Context: an optimization exercise on an open-source flow, tuned for small area, a short achievable clock period and few clock cycles. The choices shown serve that exercise and are no tape-out recipe. At most, simulation tests tie the RTL to the original design; equivalence was not proved. No activity file was given, so power comes from the tool's default toggle rates.

Setup of the previous run:
==> flow/design.v (excerpt) <==
module MatrixMultUnit(
  input  wire reset_n,
  input  wire clk,
  input  wire dut_valid,
  output wire dut_ready,
  output wire        dut__tb__sram_input_write_enable,
  output wire [15:0] dut__tb__sram_input_write_address,
  output wire [31:0] dut__tb__sram_input_write_data,
  output wire [15:0] dut__tb__sram_input_read_address,
  input  wire [31:0] tb__dut__sram_input_read_data,
  output wire        dut__tb__sram_weight_write_enable,
  output wire [15:0] dut__tb__sram_weight_write_address,
  output wire [31:0] dut__tb__sram_weight_write_data,
  output wire [15:0] dut__tb__sram_weight_read_address,
  input  wire [31:0] tb__dut__sram_weight_read_data,
  output wire        dut__tb__sram_result_write_enable,
  output wire [15:0] dut__tb__sram_result_write_address,
  output wire [31:0] dut__tb__sram_result_write_data,
  output wire [15:0] dut__tb__sram_result_read_address,
  input  wire [31:0] tb__dut__sram_result_read_data,
  output wire        dut__tb__sram_scratchpad_write_enable,
  output wire [15:0] dut__tb__sram_scratchpad_write_address,
  output wire [31:0] dut__tb__sram_scratchpad_write_data,
  output wire [15:0] dut__tb__sram_scratchpad_read_address,
  input  wire [31:0] tb__dut__sram_scratchpad_read_data
);
localparam S_IDLE  = 3'd0;
localparam S_LOAD0 = 3'd1;    
localparam S_LOAD1 = 3'd2;    
localparam S_LOAD2 = 3'd3;    
localparam S_RUN   = 3'd4;    
localparam S_DRAIN = 3'd5;    
localparam P_QKV = 2'd0;
localparam P_S   = 2'd1;
localparam P_Z   = 2'd2;
localparam P_END = 2'd3;
reg  [2:0]  state;
reg         busy;
reg  [1:0]  phase;
reg  [1:0]  m;           
reg  [6:0]  t;           
reg  [4:0]  j;           
reg  [4:0]  i;           
reg  [4:0]  n_r, d_r;
reg  [6:0]  k_r;
reg  [6:0]  tl;
reg  [4:0]  jl;
reg  [8:0]  nd;
reg  [10:0] a_addr, a_base;
reg  [11:0] b_addr, b_base;
reg  [10:0] waddr;
  ...
export LEC_CHECK = 0
export ABC_CLOCK_PERIOD_IN_PS = 3000
export CAP_MARGIN = 20
export CORE_MARGIN = 2
export CORE_UTILIZATION = 65
export SLEW_MARGIN = 20
export SYNTH_HIERARCHICAL = 1
create_clock -name core_clock -period 10.0 [get_ports {clk}]
standard.sh (not shown) runs the stock make flow with config.mk's settings and CLKGATE_MAP_FILE= SYNTH_SCRIPT=/design/flow/synth_recipe.tcl, a recipe that flattens the netlist after the stock synthesis.
==> flow/flow/run.sh <==
#!/bin/bash
# The standard layout (standard synthesis included), with timing repair
# aiming at 6.75 ns of setup slack instead of 0.
set -euo pipefail
bash standard.sh SETUP_SLACK_MARGIN=6.75 finish > standard_flow.log 2>&1
The previous run completed end to end with timing, DRC and antenna clean.
Testbench counts of the previous run, summed over its fixed seeds: cycles 565,141.
Here is what was changed in the inputs of the current run compared with the previous run.
Settings: ABC_CLOCK_PERIOD_IN_PS removed (was 3000); CTS_CLUSTER_SIZE newly set to 25; CTS_CLUSTER_DIAMETER newly set to 60.
==> flow/flow/run.sh <==
#!/bin/bash
# The standard layout (standard synthesis included), with timing repair
# aiming at 6.85 ns of setup slack instead of 0.
set -euo pipefail
bash standard.sh SETUP_SLACK_MARGIN=6.85 finish > standard_flow.log 2>&1
==> results.txt <==
All of the current run and the previous run finish clean. Diff the previous run -> the current run | power per unit of standard cell area | down by a few percent. Re critical path depth: the current run is 1 up on the previous run. Summary — end-of-flow core utilization, the current run relative to the previous run: lower, by 0.32 points. Changes observed in the current run relative to the previous run: relative contribution of combinational cells to total power saw an increase; final critical delay including setup and external delays saw an increase; sequential power saw little to no change; initial DRC count saw a decrease; HPWL after detailed placement saw an increase.

========
MatrixMultUnit, a different RTL version from the one above (not shown whole).
Size in the first run: ~2900 cells after synthesis, about 430 flip-flops, roughly 390 I/O pins.
## MatrixMultUnit
module MatrixMultUnit(
  input  wire reset_n,
  input  wire clk,
  input  wire dut_valid,
  output wire dut_ready,
  output wire        dut__tb__sram_input_write_enable,
  output wire [15:0] dut__tb__sram_input_write_address,
  output wire [31:0] dut__tb__sram_input_write_data,
  output wire [15:0] dut__tb__sram_input_read_address,
  input  wire [31:0] tb__dut__sram_input_read_data,
  output wire        dut__tb__sram_weight_write_enable,
  output wire [15:0] dut__tb__sram_weight_write_address,
  output wire [31:0] dut__tb__sram_weight_write_data,
  output wire [15:0] dut__tb__sram_weight_read_address,
  input  wire [31:0] tb__dut__sram_weight_read_data,
  output wire        dut__tb__sram_result_write_enable,
  output wire [15:0] dut__tb__sram_result_write_address,
  output wire [31:0] dut__tb__sram_result_write_data,
  output wire [15:0] dut__tb__sram_result_read_address,
  input  wire [31:0] tb__dut__sram_result_read_data,
  output wire        dut__tb__sram_scratchpad_write_enable,
  output wire [15:0] dut__tb__sram_scratchpad_write_address,
  output wire [31:0] dut__tb__sram_scratchpad_write_data,
  output wire [15:0] dut__tb__sram_scratchpad_read_address,
  input  wire [31:0] tb__dut__sram_scratchpad_read_data
);
clock: 10.0 ns
lec_check: 0
cap_margin: 20
core_margin: 2
core_utilization: 65
cts_cluster_diameter: 60
cts_cluster_size: 25
slew_margin: 20
synth_hierarchical: 1
==> flow/flow/run.sh <==
#!/bin/bash
# The standard layout (standard synthesis included), with timing repair
# aiming at 6.85 ns of setup slack instead of 0.
set -euo pipefail
bash standard.sh SETUP_SLACK_MARGIN=6.85 finish > standard_flow.log 2>&1
Testbench counts at the start, summed over its fixed seeds: cycles 565,141.
Rerun with:
==> flow/flow/run.sh (replaced) <==
#!/bin/bash
# The standard layout (standard synthesis included), with timing repair
# aiming at 6.95 ns of setup slack instead of 0.
set -euo pipefail
bash standard.sh SETUP_SLACK_MARGIN=6.95 finish > standard_flow.log 2>&1
Settings changed: ABC_CLOCK_PERIOD_IN_PS from default to 3000, CTS_CLUSTER_DIAMETER 60 to default, CTS_CLUSTER_SIZE 25 to default.
What happened:
- The new run finished clean
- synthesized cell count is unchanged
- sequential cell count does not change
- first-iteration DRC count is lower by 6.9%
- clock power rose by 14%
- core utilization went up by 2.2 points
- count of clock-buffer cells in the layout rises by 24

========
== run A ==
MatrixMultUnit, a different RTL version from the one above (not shown whole).
Size in the first run: about 390 I/O pins, ~33000 um^2 of cells after synthesis.
// MatrixMultUnit
module MatrixMultUnit(
  input  wire reset_n,
  input  wire clk,
  input  wire dut_valid,
  output wire dut_ready,
  output wire        dut__tb__sram_input_write_enable,
  output wire [15:0] dut__tb__sram_input_write_address,
  output wire [31:0] dut__tb__sram_input_write_data,
  output wire [15:0] dut__tb__sram_input_read_address,
  input  wire [31:0] tb__dut__sram_input_read_data,
  output wire        dut__tb__sram_weight_write_enable,
  output wire [15:0] dut__tb__sram_weight_write_address,
  output wire [31:0] dut__tb__sram_weight_write_data,
  output wire [15:0] dut__tb__sram_weight_read_address,
  input  wire [31:0] tb__dut__sram_weight_read_data,
  output wire        dut__tb__sram_result_write_enable,
  output wire [15:0] dut__tb__sram_result_write_address,
  output wire [31:0] dut__tb__sram_result_write_data,
  output wire [15:0] dut__tb__sram_result_read_address,
  input  wire [31:0] tb__dut__sram_result_read_data,
  output wire        dut__tb__sram_scratchpad_write_enable,
  output wire [15:0] dut__tb__sram_scratchpad_write_address,
  output wire [31:0] dut__tb__sram_scratchpad_write_data,
  output wire [15:0] dut__tb__sram_scratchpad_read_address,
  input  wire [31:0] tb__dut__sram_scratchpad_read_data
);
clock: 10.0 ns
lec_check: 0
abc_clock_period_in_ps: 3000
cap_margin: 20
core_margin: 2
core_utilization: 40
cts_cluster_diameter: 60
cts_cluster_size: 25
slew_margin: 20
synth_hierarchical: 1
==> flow/flow/run.sh <==
#!/bin/bash
# The standard layout (standard synthesis included), with timing repair
# aiming at 7.0 ns of setup slack instead of 0, and buf_2 as the port buffer.
set -euo pipefail
bash standard.sh SETUP_SLACK_MARGIN=7.0 "BUFFER_PORTS_ARGS=-buffer_cell sky130_fd_sc_hd__buf_2" finish > standard_flow.log 2>&1
Changes in run B relative to run A:
==> flow/flow/run.sh <==
#!/bin/bash
# The standard layout (standard synthesis included), with timing repair
# aiming at 6.85 ns of setup slack instead of 0.
set -euo pipefail
bash standard.sh SETUP_SLACK_MARGIN=6.85 finish > standard_flow.log 2>&1
diff --git a/flow/config.mk b/flow/config.mk
--- a/flow/config.mk
+++ b/flow/config.mk
@@ -11,3 +11,2 @@
-export CORE_UTILIZATION = 40
-export CTS_CLUSTER_DIAMETER = 60
-export CTS_CLUSTER_SIZE = 25
+export CORE_UTILIZATION = 70
+export PLACE_DENSITY = 0.8
Results
Of run A and run B, the higher proportion of total power due to net switching belongs to run B.
Share of total power in combinational logic, run A and run B: higher on run B
Going from run A to run B, final hold slack saw a decrease, total negative slack for setup checks saw little to no change.
Of run A and run B, run B shows the lower worst-case setup slack after placement, with run A above it.
The design area of run B was superior to that of run A.
[inputs] run C vs run B
diff --git a/flow/config.mk b/flow/config.mk
--- a/flow/config.mk
+++ b/flow/config.mk
@@ -11,2 +11 @@
-export CORE_UTILIZATION = 70
-export PLACE_DENSITY = 0.8
+export CORE_UTILIZATION = 40
[summary]
Global-route wire length before repair (run C / run B): 0.926. Run B -> run C: wire length the detailed router placed on met1 increased by more than 10%. On number of buffers outside the clock class in the layout: run C sits above run B. On combined area of the multi-input logic cells, run B and run C are basically level. Compared with run B, run C shows a actual transition at the worst max-transition pin that is 0.086 ns lower. Run C: full flow OK, the timing, DRC and antenna checks passed.
[inputs] run D vs run C
==> flow/flow/run.sh <==
#!/bin/bash
# The standard layout (standard synthesis included), with timing repair
# aiming at 7.0 ns of setup slack instead of 0.
set -euo pipefail
bash standard.sh SETUP_SLACK_MARGIN=7.0 finish > standard_flow.log 2>&1
--- outcome ---
- Having completed the whole flow, run D delivered a layout that passed the timing, DRC and antenna checks.
- Against run C, the final cell area of run D is higher.
- Taking run C as the reference, in run D combined area of the multi-input logic cells shows an increase of 0.57%; power went up.
- ~same final antenna-violating net count in run C and run D
- Compared with run C, run D shows power in sequential cells higher by about 2%.
- A highest signal layer in the routed design of met5 is what run C shows, while met4 belongs to run D.
No functional check of the RTL was part of any run of this note.

-- what the ideal ports hide --
The results above use ideal ports. As a check the final layouts listed here were re-extracted and re-timed, cells and wires unchanged.
Step 1 (the two cells are an assumption about what drives the block):
set clk [get_ports {clk}]
set_driving_cell -lib_cell sky130_fd_sc_hd__clkbuf_16 $clk
set_driving_cell -lib_cell sky130_fd_sc_hd__buf_2 [delete_from_list [all_inputs] $clk]
Step 2 also shifts input and output timing later by t, the mid clock arrival at the registers, as if the neighbouring blocks saw the same clock.
a / b / c = no drivers / after step 1 / after step 2; a / b = the first two.
run | t, ns | slack for setup (ns) | worst setup path after step 2 | latest minus earliest clock arrival (ns) | worst register clock-pin slew, ns
the previous run | 0.649 | 6.782 / 6.723 / 6.621 | input to register | 0.011 / 0.011 | 0.06 / 0.06
the current run | 0.633 | 6.771 / 6.753 / 6.678 | input to register | 0.039 / 0.039 | 0.10 / 0.10
the first run of note 2 | 0.639 | 6.832 / 6.770 / 6.816 | input to register | 0.046 / 0.046 | 0.09 / 0.09
the second run of note 2 | 0.665 | 6.835 / 6.774 / 6.844 | input to register | 0.021 / 0.021 | 0.07 / 0.07
run A | 0.683 | 6.791 / 6.721 / 6.940 | register to register | 0.039 / 0.039 | 0.09 / 0.09
run B | 0.664 | 6.731 / 6.671 / 6.565 | input to register | 0.014 / 0.014 | 0.07 / 0.07
run C | 0.697 | 6.789 / 6.724 / 6.593 | input to register | 0.039 / 0.039 | 0.07 / 0.07
run D | 0.685 | 6.806 / 6.742 / 6.596 | input to register | 0.041 / 0.041 | 0.07 / 0.07
After both steps every run listed still meets setup and hold. The setup slack of run D, which loses most, moves by -0.064 ns with the drivers and by -0.210 ns with both steps.
